This design comes from an exercise in tuning for small area, a short achievable clock period and few clock cycles on the open sky130 flow, not from production work. RTL that was checked went through simulation tests only; none was proved equivalent to the original. No activity file was given, so power comes from the tool's default toggle rates.

// gpio_top
module gpio_top(
	wb_clk_i, wb_rst_i, wb_cyc_i, wb_adr_i, wb_dat_i, wb_sel_i, wb_we_i, wb_stb_i,
	wb_dat_o, wb_ack_o, wb_err_o, wb_inta_o,
	aux_i,
	ext_pad_i, ext_pad_o, ext_padoe_o,
	clk_pad_i
);
clock: 5.0 ns
lec_check: 0
cap_margin: 20
core_margin: 2
core_utilization: 40
cts_cluster_diameter: 80
cts_cluster_size: 24
place_density: 0.6
setup_slack_margin: 2.0
slew_margin: 20
synth_hierarchical: 1
synth_minimum_keep_size: 0
standard.sh (not shown) runs the stock make flow with config.mk's settings and CLKGATE_MAP_FILE= SYNTH_SCRIPT=/design/flow/synth_recipe.tcl, a recipe that flattens the netlist after the stock synthesis.
==> flow/flow/run.sh <==
#!/bin/bash
cp standard.sh standard_sh.txt
export BUFFER_PORTS_ARGS="-buffer_cell sky130_fd_sc_hd__buf_1"
bash standard.sh > standard.log 2>&1
Testbench counts at the start, summed over its fixed seeds: cycles 24,000.
Rerun with:
--- a/flow/design.v
+++ b/flow/design.v
@@ -43,22 +43,16 @@
 wire       req    = wb_cyc_i & wb_stb_i;
 wire       valid  = (wb_adr_i[7:6] == 2'b00) & (wb_adr_i[1:0] == 2'b00);
 wire       wr     = req & wb_we_i & valid;
 assign wb_ack_o = req & valid & ~wb_rst_i;
 assign wb_err_o = req & ~valid & ~wb_rst_i;
 wire [3:0] p, q;
 gpio_pdec u_pdec_p (.a(wb_adr_i[3:2]), .y(p));
 gpio_pdec u_pdec_q (.a(wb_adr_i[5:4]), .y(q));
-wire [2:0] tn;
-wire       a4n;
-gpio_inv   u_a4n (.a(wb_adr_i[4]), .y(a4n));
-gpio_nand2 u_t0  (.a(p[0]), .b(q[0]), .y(tn[0]));
-gpio_nand2 u_t1  (.a(wb_adr_i[5]), .b(wb_adr_i[4]), .y(tn[1]));
-gpio_nand3 u_t2  (.a(wb_adr_i[5]), .b(a4n), .c(wb_adr_i[3]), .y(tn[2]));
 wire wr_out   = wr & p[1] & q[0];
 wire wr_oe    = wr & p[2] & q[0];
 wire wr_inte  = wr & p[3] & q[0];
 wire wr_ptrig = wr & p[0] & q[1];
 wire wr_aux   = wr & p[1] & q[1];
 wire wr_ctrl  = wr & p[2] & q[1];
 wire wr_ints  = wr & p[3] & q[1];
 wire wr_eclk  = wr & p[0] & q[2];
@@ -153,17 +147,17 @@
 	if (wb_rst_i)
 		ext_pad_o <= {gw{1'b0}};
 	else
 		ext_pad_o <= (rgpio_out & ~rgpio_aux) | (aux_i & rgpio_aux);
 genvar i;
 generate
 	for (b = 0; b < 4; b = b + 1) begin : rd
 		wire [9:0] s;
-		gpio_rsel u_sel (.p(p), .q(q), .tn(tn), .s(s));
+		gpio_rsel u_sel (.p(p), .q(q), .a1(wb_adr_i[3]), .s(s));
 		for (i = 8*b; i < 8*b+8; i = i + 1) begin : bt
 			if (i < 2) begin : c
 				gpio_rbit_c u_bit (.s(s), .r({rgpio_nec[i], rgpio_eclk[i], rgpio_ints[i], rgpio_ctrl[i],
 					rgpio_aux[i], rgpio_ptrig[i], rgpio_inte[i], rgpio_oe[i], rgpio_out[i], rgpio_in[i]}),
 					.y(wb_dat_o[i]));
 			end else begin : n
 				gpio_rbit u_bit (.s(s), .r({rgpio_nec[i], rgpio_eclk[i], rgpio_ints[i],
 					rgpio_aux[i], rgpio_ptrig[i], rgpio_inte[i], rgpio_oe[i], rgpio_out[i], rgpio_in[i]}),
@@ -195,45 +189,35 @@
 output y;
 assign y = ~a;
 endmodule
 module gpio_nor2(a, b, y);
 input  a, b;
 output y;
 assign y = ~(a | b);
 endmodule
-module gpio_nand2(a, b, y);
-input  a, b;
-output y;
-assign y = ~(a & b);
-endmodule
-module gpio_nand3(a, b, c, y);
-input  a, b, c;
-output y;
-assign y = ~(a & b & c);
-endmodule
 module gpio_and2(a, b, y);
 input  a, b;
 output y;
 assign y = a & b;
 endmodule
-module gpio_rsel(p, q, tn, s);
+module gpio_rsel(p, q, a1, s);
 input  [3:0] p, q;
-input  [2:0] tn;
+input        a1;
 output [9:0] s;
 gpio_and2 u1 (.a(p[1]), .b(q[0]), .y(s[1]));
 gpio_and2 u2 (.a(p[2]), .b(q[0]), .y(s[2]));
 gpio_and2 u3 (.a(p[3]), .b(q[0]), .y(s[3]));
 gpio_and2 u4 (.a(p[0]), .b(q[1]), .y(s[4]));
 gpio_and2 u5 (.a(p[1]), .b(q[1]), .y(s[5]));
 gpio_and2 u6 (.a(p[2]), .b(q[1]), .y(s[6]));
 gpio_and2 u7 (.a(p[3]), .b(q[1]), .y(s[7]));
 gpio_and2 u8 (.a(p[0]), .b(q[2]), .y(s[8]));
 gpio_and2 u9 (.a(p[1]), .b(q[2]), .y(s[9]));
-gpio_nand3 u0 (.a(tn[0]), .b(tn[1]), .c(tn[2]), .y(s[0]));
+assign s[0] = (p[0] & q[0]) | q[3] | (q[2] & a1);
 endmodule
 module gpio_aoi222(a1, a2, b1, b2, c1, c2, y);
 input  a1, a2, b1, b2, c1, c2;
 output y;
 assign y = ~((a1 & a2) | (b1 & b2) | (c1 & c2));
 endmodule
 module gpio_rbit_c(s, r, y);
 input  [9:0] s, r;
Effect: Global-route usage climbs by 0.37 points. Cell count stays flat. First-iteration DRC count increases by a quarter to a third. Die area barely changes. Sequential cell count stays the same. Design area goes down slightly.
Function not checked in the second run of this note: the RTL went through the layout flow alone.

Setup of rev 12:
gpio_top, a different RTL version from the one above (not shown whole).
Size: ~420 flip-flops, roughly 210 I/O pins, roughly 18,000 um^2 of cells after synthesis.
==> module gpio_top, before the edit <==
module gpio_top(
	wb_clk_i, wb_rst_i, wb_cyc_i, wb_adr_i, wb_dat_i, wb_sel_i, wb_we_i, wb_stb_i,
	wb_dat_o, wb_ack_o, wb_err_o, wb_inta_o,
	aux_i,
	ext_pad_i, ext_pad_o, ext_padoe_o,
	clk_pad_i
);
parameter dw = 32;
parameter aw = 8;
parameter gw = 32;
input             wb_clk_i;
input             wb_rst_i;
input             wb_cyc_i;
input   [aw-1:0]  wb_adr_i;
input   [dw-1:0]  wb_dat_i;
input   [3:0]     wb_sel_i;
input             wb_we_i;
input             wb_stb_i;
output  [dw-1:0]  wb_dat_o;
output            wb_ack_o;
output            wb_err_o;
output            wb_inta_o;
input   [gw-1:0]  aux_i;
input   [gw-1:0]  ext_pad_i;
input             clk_pad_i;
output  [gw-1:0]  ext_pad_o;
output  [gw-1:0]  ext_padoe_o;
reg  [gw-1:0] rgpio_in;
reg  [gw-1:0] rgpio_out;
reg  [gw-1:0] rgpio_oe;
reg  [gw-1:0] rgpio_inte;
reg  [gw-1:0] rgpio_ptrig;
reg  [gw-1:0] rgpio_aux;
reg  [1:0]    rgpio_ctrl;
reg  [gw-1:0] rgpio_ints;
reg  [gw-1:0] rgpio_eclk;
reg  [gw-1:0] rgpio_nec;
reg  [gw-1:0] sync, ext_pad_s;
reg  [gw-1:0] pextc_sampled;
reg           sync_clk, clk_s, clk_r;
reg           wb_inta_o;
reg  [gw-1:0] ext_pad_o;
wire       req    = wb_cyc_i & wb_stb_i;
wire       valid  = (wb_adr_i[7:6] == 2'b00) & (wb_adr_i[1:0] == 2'b00);
wire [3:0] ofs    = wb_adr_i[5:2];
wire       wr     = req & wb_we_i & valid;
assign wb_ack_o = req & valid & ~wb_rst_i;
assign wb_err_o = req & ~valid & ~wb_rst_i;
wire wr_out   = wr & (ofs == 4'h1);
wire wr_oe    = wr & (ofs == 4'h2);
wire wr_inte  = wr & (ofs == 4'h3);
wire wr_ptrig = wr & (ofs == 4'h4);
wire wr_aux   = wr & (ofs == 4'h5);
wire wr_ctrl  = wr & (ofs == 4'h6);
wire wr_ints  = wr & (ofs == 4'h7);
wire wr_eclk  = wr & (ofs == 4'h8);
wire wr_nec   = wr & (ofs == 4'h9);
function [gw-1:0] bytewr;
	input [gw-1:0] old;
	input [dw-1:0] d;
	input [3:0]    s;
	begin
		bytewr[31:24] = s[3] ? d[31:24] : old[31:24];
		bytewr[23:16] = s[2] ? d[23:16] : old[23:16];
		bytewr[15:8]  = s[1] ? d[15:8]  : old[15:8];
		bytewr[7:0]   = s[0] ? d[7:0]   : old[7:0];
	end
endfunction
always @(posedge wb_clk_i or posedge wb_rst_i)
	if (wb_rst_i) begin
		rgpio_out   <= {gw{1'b0}};
		rgpio_oe    <= {gw{1'b0}};
		rgpio_inte  <= {gw{1'b0}};
		rgpio_ptrig <= {gw{1'b0}};
		rgpio_aux   <= {gw{1'b0}};
		rgpio_eclk  <= {gw{1'b0}};
		rgpio_nec   <= {gw{1'b0}};
	end else begin
		if (wr_out)   rgpio_out   <= bytewr(rgpio_out,   wb_dat_i, wb_sel_i);
		if (wr_oe)    rgpio_oe    <= bytewr(rgpio_oe,    wb_dat_i, wb_sel_i);
		if (wr_inte)  rgpio_inte  <= bytewr(rgpio_inte,  wb_dat_i, wb_sel_i);
		if (wr_ptrig) rgpio_ptrig <= bytewr(rgpio_ptrig, wb_dat_i, wb_sel_i);
		if (wr_aux)   rgpio_aux   <= bytewr(rgpio_aux,   wb_dat_i, wb_sel_i);
		if (wr_eclk)  rgpio_eclk  <= bytewr(rgpio_eclk,  wb_dat_i, wb_sel_i);
		if (wr_nec)   rgpio_nec   <= bytewr(rgpio_nec,   wb_dat_i, wb_sel_i);
	end
always @(posedge wb_clk_i or posedge wb_rst_i)
	if (wb_rst_i)
		rgpio_ctrl <= 2'b0;
	else if (wr_ctrl)
		rgpio_ctrl <= wb_dat_i[1:0];
	else if (rgpio_ctrl[0])
		rgpio_ctrl[1] <= rgpio_ctrl[1] | wb_inta_o;
always @(posedge wb_clk_i or posedge wb_rst_i)
	if (wb_rst_i) begin
		sync      <= {gw{1'b0}};
		ext_pad_s <= {gw{1'b0}};
		sync_clk  <= 1'b0;
		clk_s     <= 1'b0;
		clk_r     <= 1'b0;
	end else begin
		sync      <= ext_pad_i;
		ext_pad_s <= sync;
		sync_clk  <= clk_pad_i;
		clk_s     <= sync_clk;
		clk_r     <= clk_s;
	end
wire          pedge   = clk_s & ~clk_r;
wire          nedge   = ~clk_s & clk_r;
wire [gw-1:0] in_lach = (~rgpio_nec & {gw{pedge}}) | (rgpio_nec & {gw{nedge}});
wire [gw-1:0] extc_in = (in_lach & ext_pad_s) | (~in_lach & pextc_sampled);
wire [gw-1:0] in_muxed = (rgpio_eclk & pextc_sampled) | (~rgpio_eclk & ext_pad_s);
always @(posedge wb_clk_i or posedge wb_rst_i)
	if (wb_rst_i) begin
		pextc_sampled <= {gw{1'b0}};
		rgpio_in      <= {gw{1'b0}};
	end else begin
		pextc_sampled <= extc_in;
		rgpio_in      <= in_muxed;
	end
always @(posedge wb_clk_i or posedge wb_rst_i)
	if (wb_rst_i)
		rgpio_ints <= {gw{1'b0}};
	else if (wr_ints)
		rgpio_ints <= wb_dat_i;
	else if (rgpio_ctrl[0])
		rgpio_ints <= rgpio_ints | (((in_muxed ^ rgpio_in) & ~(in_muxed ^ rgpio_ptrig)) & rgpio_inte);
always @(posedge wb_clk_i or posedge wb_rst_i)
	if (wb_rst_i)
		wb_inta_o <= 1'b0;
	else
		wb_inta_o <= (|rgpio_ints) & rgpio_ctrl[0];
assign ext_padoe_o = rgpio_oe;
always @(posedge wb_clk_i or posedge wb_rst_i)
	if (wb_rst_i)
		ext_pad_o <= {gw{1'b0}};
	else
		ext_pad_o <= (rgpio_out & ~rgpio_aux) | (aux_i & rgpio_aux);
reg [dw-1:0] rdat;
always @(*)
	case (ofs)
		4'h1:    rdat = rgpio_out;
		4'h2:    rdat = rgpio_oe;
		4'h3:    rdat = rgpio_inte;
		4'h4:    rdat = rgpio_ptrig;
		4'h5:    rdat = rgpio_aux;
		4'h6:    rdat = {{dw-2{1'b0}}, rgpio_ctrl};
		4'h7:    rdat = rgpio_ints;
		4'h8:    rdat = rgpio_eclk;
		4'h9:    rdat = rgpio_nec;
		default: rdat = rgpio_in;
	endcase
assign wb_dat_o = rdat;
endmodule
clock: 5.0 ns
lec_check: 0
cap_margin: 20
core_margin: 2
core_utilization: 40
place_density: 0.6
setup_slack_margin: 2.0
slew_margin: 20
Scripts as last shown in full above: flow/flow/run.sh
Both conditions hold for rev 12: the flow ran to the end and the final layout passed the timing, design-rule and antenna checks.
Testbench counts of rev 12, summed over its fixed seeds: cycles 24,000.
Modified inputs, rev 13 compared to rev 12
--- a/flow/design.v
+++ b/flow/design.v
@@ -135,20 +135,34 @@
 	if (wb_rst_i)
 		ext_pad_o <= {gw{1'b0}};
 	else
 		ext_pad_o <= (rgpio_out & ~rgpio_aux) | (aux_i & rgpio_aux);
-reg [dw-1:0] rdat;
-always @(*)
-	case (ofs)
-		4'h1:    rdat = rgpio_out;
-		4'h2:    rdat = rgpio_oe;
-		4'h3:    rdat = rgpio_inte;
-		4'h4:    rdat = rgpio_ptrig;
-		4'h5:    rdat = rgpio_aux;
-		4'h6:    rdat = {{dw-2{1'b0}}, rgpio_ctrl};
-		4'h7:    rdat = rgpio_ints;
-		4'h8:    rdat = rgpio_eclk;
-		4'h9:    rdat = rgpio_nec;
+wire [3:0] ofs_r = wb_adr_i[5:2];
+wire [dw-1:0] ctrl_w = {{dw-2{1'b0}}, rgpio_ctrl};
+reg  [dw-1:0] g0, g1, g2, rdat;
+always @(*) begin
+	case (ofs_r[1:0])
+		2'd0: g0 = rgpio_in;
+		2'd1: g0 = rgpio_out;
+		2'd2: g0 = rgpio_oe;
+		default: g0 = rgpio_inte;
+	endcase
+	case (ofs_r[1:0])
+		2'd0: g1 = rgpio_ptrig;
+		2'd1: g1 = rgpio_aux;
+		2'd2: g1 = ctrl_w;
+		default: g1 = rgpio_ints;
+	endcase
+	case (ofs_r[1:0])
+		2'd0: g2 = rgpio_eclk;
+		2'd1: g2 = rgpio_nec;
+		default: g2 = rgpio_in;
+	endcase
+	case (ofs_r[3:2])
+		2'd0: rdat = g0;
+		2'd1: rdat = g1;
+		2'd2: rdat = g2;
 		default: rdat = rgpio_in;
 	endcase
+end
 assign wb_dat_o = rdat;
 endmodule
--- outcome ---
Taking rev 12 as the reference, in rev 13 relative contribution of combinational cells to total power up 2.0 points; maximum vdd ir drop up about 23%; worst-margin pin slew up 100 ps; number of antenna cells inserted flat; power dissipated by switching net loads up 0.13 mW.
Rev 12 has a lower via count than rev 13.
The final-layout non-clock buffer area share in rev 13 was higher than what rev 12 gave.
The number of standard cells in the layout, taps in and fillers out reported for rev 13 is greater than that of rev 12 by 110.
Synthesized cell count in rev 13 is about 7% above rev 12.
Fmax on rev 13 is ahead of rev 12.
Only the layout flow was run in rev 13; the RTL was not checked for function there.

[what the ideal ports hide]
In the flow no input, the clock included, has a driving cell. The finished layouts below were timed again as built, in two steps.
Step 1 (the two cells are an assumption about what drives the block):
set clk [get_ports {wb_clk_i}]
set_driving_cell -lib_cell sky130_fd_sc_hd__clkbuf_16 $clk
set_driving_cell -lib_cell sky130_fd_sc_hd__buf_2 [delete_from_list [all_inputs] $clk]
Step 2, shift: input delay + t, output delay - t, t = (earliest + latest rising clock arrival at the registers) / 2. This alone moves slack from input paths to output paths.
Three values: ideal ports, drivers, drivers and shift; two values: the first two.
run | t (ns) | slack for setup (ns) | clock arrival spread, ns | cell pins on the clock port's net
the first run of note 1 | 0.612 | 1.595 / 1.490 / 1.443 | 0.019 / 0.020 | 1
the second run of note 1 | 0.630 | 1.575 / 1.466 / 1.466 | 0.031 / 0.030 | 1
rev 12 | 0.623 | 1.527 / 1.443 / 1.443 | 0.017 / 0.017 | 1
rev 13 | 0.630 | 1.736 / 1.525 / 1.382 | 0.012 / 0.012 | 1
After both steps setup and hold are still met in every run listed. For rev 13, which loses most, drivers alone change the setup slack by -0.211 ns; drivers and shift together by -0.354 ns.
